This is an optimization exercise on Yosys and OpenROAD, whose aim is small area and a short achievable clock period, not a production implementation. In this exercise RTL edits were held to simulation tests only and were not proved equivalent to the original. The flow treats the clock pin as an ideal source. Dropping or thinning the clock tree relies on that and would not hold on a real chip.

## multiplier_comb_reg
module multiplier_comb_reg (
    input  logic        CLK_i,
    input  logic [31:0] DIN1_i,
    input  logic [31:0] DIN2_i,
    output logic [63:0] DOUT_o
);
clock: 44.0 ns
lec_check: 0
cap_margin: 20
core_margin: 2
core_utilization: 60
slew_margin: 20
synth_hierarchical: 1
standard.sh (not shown) runs the stock make flow with config.mk's settings and CLKGATE_MAP_FILE= SYNTH_SCRIPT=/design/flow/synth_recipe.tcl, a recipe that flattens the netlist after the stock synthesis.
==> flow/flow/run.sh <==
#!/bin/bash
# Own layout flow: the standard ORFS flow (standard.sh: the standard
# synthesis, floorplan, power grid, placement, CTS and routing) with three
# changes:
#  1. between synthesis and floorplan, flow/post_synth.py re-sizes cells in the
#     synthesized netlist (drive strengths only; cell functions and flip-flop
#     cell types and names are kept);
#  2. the port buffers that buffer_ports inserts are plain buf_1 cells rather
#     than the clock-delay cells it picks by default;
#  3. clock_tree_synthesis keeps its default arguments but builds the tree
#     from a clkbuf_16 root and clkbuf_8 buffers below it (a balanced tree as
#     before, with smaller buffers, and without dummy load cells).
set -euo pipefail
R=orfs/results/sky130hd/multiplier_comb_reg/base
bash standard.sh synth > synth.log 2>&1
cp $R/1_2_yosys.v synth_netlist_orig.v
python3 flow/post_synth.py $R/1_2_yosys.v > post_synth.log 2>&1
diff synth_netlist_orig.v $R/1_2_yosys.v > post_synth.diff || true
touch $R/1_2_yosys.v
bash standard.sh \
  "BUFFER_PORTS_ARGS=-buffer_cell sky130_fd_sc_hd__buf_1" \
  "CTS_ARGS=-sink_clustering_enable -repair_clock_nets -root_buf sky130_fd_sc_hd__clkbuf_16 -buf_list sky130_fd_sc_hd__clkbuf_8 -dont_use_dummy_load" \
  finish > layout.log 2>&1
Other scripts of this flow, unchanged in this note and not shown: flow/flow/post_synth.py
Then changed:
--- a/flow/flow/run.sh
+++ b/flow/flow/run.sh
@@ -12 +12 @@
-#     before, with smaller buffers, and without dummy load cells).
+#     before, with smaller buffers).
@@ -22 +22 @@
-  "CTS_ARGS=-sink_clustering_enable -repair_clock_nets -root_buf sky130_fd_sc_hd__clkbuf_16 -buf_list sky130_fd_sc_hd__clkbuf_8 -dont_use_dummy_load" \
+  "CTS_ARGS=-sink_clustering_enable -repair_clock_nets -root_buf sky130_fd_sc_hd__clkbuf_16 -buf_list sky130_fd_sc_hd__clkbuf_8" \
Outcome: Worst hold slack stays flat. Via count hardly moves. Utilization increases by 0.49 points. Routed wire length is higher slightly. Die area does not change.

Another version of the RTL of multiplier_comb_reg (not shown whole).
Size in the first run: ~2000 cells after synthesis, ~130 flip-flops, about 130 I/O pins, roughly 22000 µm² of cells after synthesis.
Settings: LEC_CHECK=0, CAP_MARGIN=20, CORE_MARGIN=2, CORE_UTILIZATION=60, SLEW_MARGIN=20, SYNTH_HIERARCHICAL=1; clock period 44.0 ns.
==> flow/flow/run.sh <==
#!/bin/bash
# Own layout flow: the standard ORFS flow (standard.sh: the standard
# synthesis, floorplan, power grid, placement, CTS and routing) with three
# changes:
#  1. between synthesis and floorplan, flow/post_synth.py re-sizes cells in the
#     synthesized netlist (drive strengths only; cell functions and flip-flop
#     cell types and names are kept);
#  2. the port buffers that buffer_ports inserts are plain buf_1 cells rather
#     than the clock-delay cells it picks by default;
#  3. at the end of the CTS step (POST_CTS_TCL hook), flow/cts_post.tcl
#     replaces the H-tree that clock_tree_synthesis built with a balanced
#     two-level tree: the clock port drives 4 clkbuf_16 buffers, each of which
#     drives 2 clkbuf_16 leaf buffers, each driving the flip-flops of one
#     region. Every flip-flop gets its clock through the same two buffer levels.
set -euo pipefail
R=orfs/results/sky130hd/multiplier_comb_reg/base
bash standard.sh synth > synth.log 2>&1
cp $R/1_2_yosys.v synth_netlist_orig.v
python3 flow/post_synth.py $R/1_2_yosys.v > post_synth.log 2>&1
diff synth_netlist_orig.v $R/1_2_yosys.v > post_synth.diff || true
touch $R/1_2_yosys.v
bash standard.sh \
  "BUFFER_PORTS_ARGS=-buffer_cell sky130_fd_sc_hd__buf_1" \
  "POST_CTS_TCL=$PWD/flow/cts_post.tcl" \
  finish > layout.log 2>&1
==> flow/flow/cts_post.tcl <==
# POST_CTS_TCL hook: rebuild the clock tree as a balanced two-level tree
# (see clock_tree.tcl), then legalize the new buffers.
source [file join [file dirname [info script]] clock_tree.tcl]
my_clock_tree2 4 2 sky130_fd_sc_hd__clkbuf_16 sky130_fd_sc_hd__clkbuf_16
detailed_placement
check_placement -verbose
estimate_parasitics -placement
report_clock_latency
==> flow/flow/post_synth.py <==
#!/usr/bin/env python3
"""Re-size cells in the standard synthesis netlist before the layout.

Only drive strengths change: every cell keeps its function, and every
flip-flop keeps its name and its cell type (dfxtp).
- Combinational cells that ABC's speed script up-sized go back to their
  smallest drive strength (the problem's period puts no pressure on them);
  repair_design later re-sizes any that need it for slew or capacitance.
- The operand flip-flops, which drive many partial-product gates each, get
  drive strength 2, so repair_design need not buffer their outputs.
- Inverters that drive eight or more pins become inv_2 (same area as inv_1).
Usage: post_synth.py NETLIST (edited in place)."""
import re, sys
from collections import Counter

path = sys.argv[1]
txt = open(path).read()
OUT_PINS = {"X", "Y", "Q", "Q_N", "SUM", "COUT", "HI", "LO"}
cell_re = re.compile(r"(\n\s*)(sky130_fd_sc_hd__\w+)(\s+)(\S+)(\s*\()(.*?)(\);)", re.S)
pin_re = re.compile(r"\.(\w+)\(([^()]*)\)")
fanout = Counter()
for m in cell_re.finditer(txt):
    for p, n in pin_re.findall(m.group(6)):
        if p not in OUT_PINS and n.strip():
            fanout[n.strip()] += 1
small = set(("a21oi a21boi a22oi a211oi o211ai o21ai nor2b nand2b nor2 nand2 nor3 nand3 "
             "xor2 xnor2 o22ai a21o o21a or2 and2").split())
stats = Counter()
def fix(m):
    typ, name, body = m.group(2), m.group(4), m.group(6)
    base = re.match(r"sky130_fd_sc_hd__(\w+?)_(\d+)$", typ)
    new = typ
    if base:
        kind, size = base.group(1), base.group(2)
        outs = [n.strip() for p, n in pin_re.findall(body) if p in OUT_PINS]
        fo = max([fanout[o] for o in outs] + [0])
        if kind in small and size in ("2", "4", "8"):
            new = f"sky130_fd_sc_hd__{kind}_1"
            stats["down-sized"] += 1
        elif kind == "dfxtp" and size == "1" and re.match(r"\\din[12]_q\[\d+\]\$_DFF_P_$", name):
            new = "sky130_fd_sc_hd__dfxtp_2"
            stats["operand flip-flops to dfxtp_2"] += 1
        elif kind == "inv" and size == "1" and fo >= 8:
            new = "sky130_fd_sc_hd__inv_2"
            stats["inverters to inv_2"] += 1
    return m.group(1) + new + m.group(3) + name + m.group(5) + body + m.group(7)
txt = cell_re.sub(fix, txt)
open(path, "w").write(txt)
print("post_synth:", dict(stats))
Other scripts of this flow, unchanged in this note and not shown: flow/flow/clock_tree.tcl
The baseline finished clean.
Then changed:
--- a/flow/flow/run.sh
+++ b/flow/flow/run.sh
@@ -10,6 +10,6 @@
 #  3. at the end of the CTS step (POST_CTS_TCL hook), flow/cts_post.tcl
 #     replaces the H-tree that clock_tree_synthesis built with a balanced
-#     two-level tree: the clock port drives 4 clkbuf_16 buffers, each of which
-#     drives 2 clkbuf_16 leaf buffers, each driving the flip-flops of one
+#     two-level tree: the clock port drives 4 buf_12 buffers, each of which
+#     drives 2 buf_12 leaf buffers, each driving the flip-flops of one
 #     region. Every flip-flop gets its clock through the same two buffer levels.
 set -euo pipefail
==> flow/flow/cts_post.tcl (replaced) <==
# POST_CTS_TCL hook: rebuild the clock tree as a balanced two-level tree
# (see clock_tree.tcl), then legalize the new buffers.
source [file join [file dirname [info script]] clock_tree.tcl]
my_clock_tree2 4 2 sky130_fd_sc_hd__buf_12 sky130_fd_sc_hd__buf_12
detailed_placement
check_placement -verbose
estimate_parasitics -placement
report_clock_latency
--- a/flow/flow/post_synth.py
+++ b/flow/flow/post_synth.py
@@ -7,6 +7,7 @@
   smallest drive strength (the problem's period puts no pressure on them);
   repair_design later re-sizes any that need it for slew or capacitance.
-- The operand flip-flops, which drive many partial-product gates each, get
-  drive strength 2, so repair_design need not buffer their outputs.
+- The operand flip-flops that drive eight or more pins (most of them drive
+  many partial-product gates) get drive strength 2, so repair_design need
+  not buffer their outputs.
 - Inverters that drive eight or more pins become inv_2 (same area as inv_1).
 Usage: post_synth.py NETLIST (edited in place)."""
@@ -38,5 +39,5 @@
             new = f"sky130_fd_sc_hd__{kind}_1"
             stats["down-sized"] += 1
-        elif kind == "dfxtp" and size == "1" and re.match(r"\\din[12]_q\[\d+\]\$_DFF_P_$", name):
+        elif kind == "dfxtp" and size == "1" and fo >= 8 and re.match(r"\\din[12]_q\[\d+\]\$_DFF_P_$", name):
             new = "sky130_fd_sc_hd__dfxtp_2"
             stats["operand flip-flops to dfxtp_2"] += 1
Outcome:
- The changed run completed with no timing, DRC or antenna violations
- clock skew is about the same
- sequential share of layout area barely changes
- setup slack is better by 0.053 ns
- routed wire length is lower slightly
- synthesized area stays flat
- utilization drops by 0.20 points
Then changed:
--- a/flow/flow/run.sh
+++ b/flow/flow/run.sh
@@ -10,6 +10,6 @@
 #  3. at the end of the CTS step (POST_CTS_TCL hook), flow/cts_post.tcl
 #     replaces the H-tree that clock_tree_synthesis built with a balanced
-#     two-level tree: the clock port drives 4 buf_12 buffers, each of which
-#     drives 2 buf_12 leaf buffers, each driving the flip-flops of one
+#     two-level tree: the clock port drives 4 clkbuf_16 buffers, each of which
+#     drives 2 clkbuf_16 leaf buffers, each driving the flip-flops of one
 #     region. Every flip-flop gets its clock through the same two buffer levels.
 set -euo pipefail
==> flow/flow/cts_post.tcl (replaced) <==
# POST_CTS_TCL hook: rebuild the clock tree as a balanced two-level tree
# (see clock_tree.tcl), then legalize the new buffers.
source [file join [file dirname [info script]] clock_tree.tcl]
my_clock_tree2 4 2 sky130_fd_sc_hd__clkbuf_16 sky130_fd_sc_hd__clkbuf_16
detailed_placement
check_placement -verbose
estimate_parasitics -placement
report_clock_latency
--- a/flow/flow/post_synth.py
+++ b/flow/flow/post_synth.py
@@ -7,7 +7,6 @@
   smallest drive strength (the problem's period puts no pressure on them);
   repair_design later re-sizes any that need it for slew or capacitance.
-- The operand flip-flops that drive eight or more pins (most of them drive
-  many partial-product gates) get drive strength 2, so repair_design need
-  not buffer their outputs.
+- The operand flip-flops, which drive many partial-product gates each, get
+  drive strength 2, so repair_design need not buffer their outputs.
 - Inverters that drive eight or more pins become inv_2 (same area as inv_1).
 Usage: post_synth.py NETLIST (edited in place)."""
@@ -39,5 +38,5 @@
             new = f"sky130_fd_sc_hd__{kind}_1"
             stats["down-sized"] += 1
-        elif kind == "dfxtp" and size == "1" and fo >= 8 and re.match(r"\\din[12]_q\[\d+\]\$_DFF_P_$", name):
+        elif kind == "dfxtp" and size == "1" and re.match(r"\\din[12]_q\[\d+\]\$_DFF_P_$", name):
             new = "sky130_fd_sc_hd__dfxtp_2"
             stats["operand flip-flops to dfxtp_2"] += 1
--- a/flow/config.mk
+++ b/flow/config.mk
@@ -8,5 +8,6 @@
 export CAP_MARGIN = 20
 export CORE_MARGIN = 2
-export CORE_UTILIZATION = 60
+export CORE_UTILIZATION = 68
+export PLACE_DENSITY = 0.75
 export SLEW_MARGIN = 20
 export SYNTH_HIERARCHICAL = 1
Via count came out higher by 3.5%.
Clock skew fell by 0.015 ns.
No run of this note takes its clock network from TritonCTS; it comes from the design's own scripts or RTL.

==> re-timing with driven ports <==
How much do the figures lean on ideal ports? The routed layouts below were timed once more, with nothing changed but the port constraints. Step 1: set_driving_cell puts a clkbuf_16 on CLK_i and a buf_2 on each other input, an assumption about the parent block. Step 2 moves the port delays by t, midway between the first and last clock arrival at a register: inputs arrive t later, outputs are due t later. That takes back most of the time a late clock gives input paths. Slacks: no drivers / after step 1 / after step 2; pairs: no drivers / after step 1.
run | shift t [ns] | slack for setup (ns) | worst hold slack (ns) | worst setup path after step 2 | latest minus earliest clock arrival (ns)
the first run of note 1 | 0.448 | 34.306 / 34.250 / 34.698 | 0.908 / 0.908 / 0.908 | register to output | 0.036 / 0.036
the second run of note 1 | 0.471 | 34.286 / 34.226 / 34.697 | 0.910 / 0.910 / 0.910 | register to output | 0.031 / 0.030
the first run of note 2 | 0.412 | 34.389 / 34.271 / 34.683 | 0.961 / 0.961 / 0.961 | register to output | 0.064 / 0.064
the second run of note 2 | 0.358 | 34.442 / 34.328 / 34.686 | 0.930 / 0.930 / 0.930 | register to output | 0.066 / 0.066
the third run of note 2 | 0.399 | 34.387 / 34.274 / 34.674 | 0.981 / 0.981 / 0.981 | register to output | 0.051 / 0.051
After both steps setup and hold are still met in every run listed.
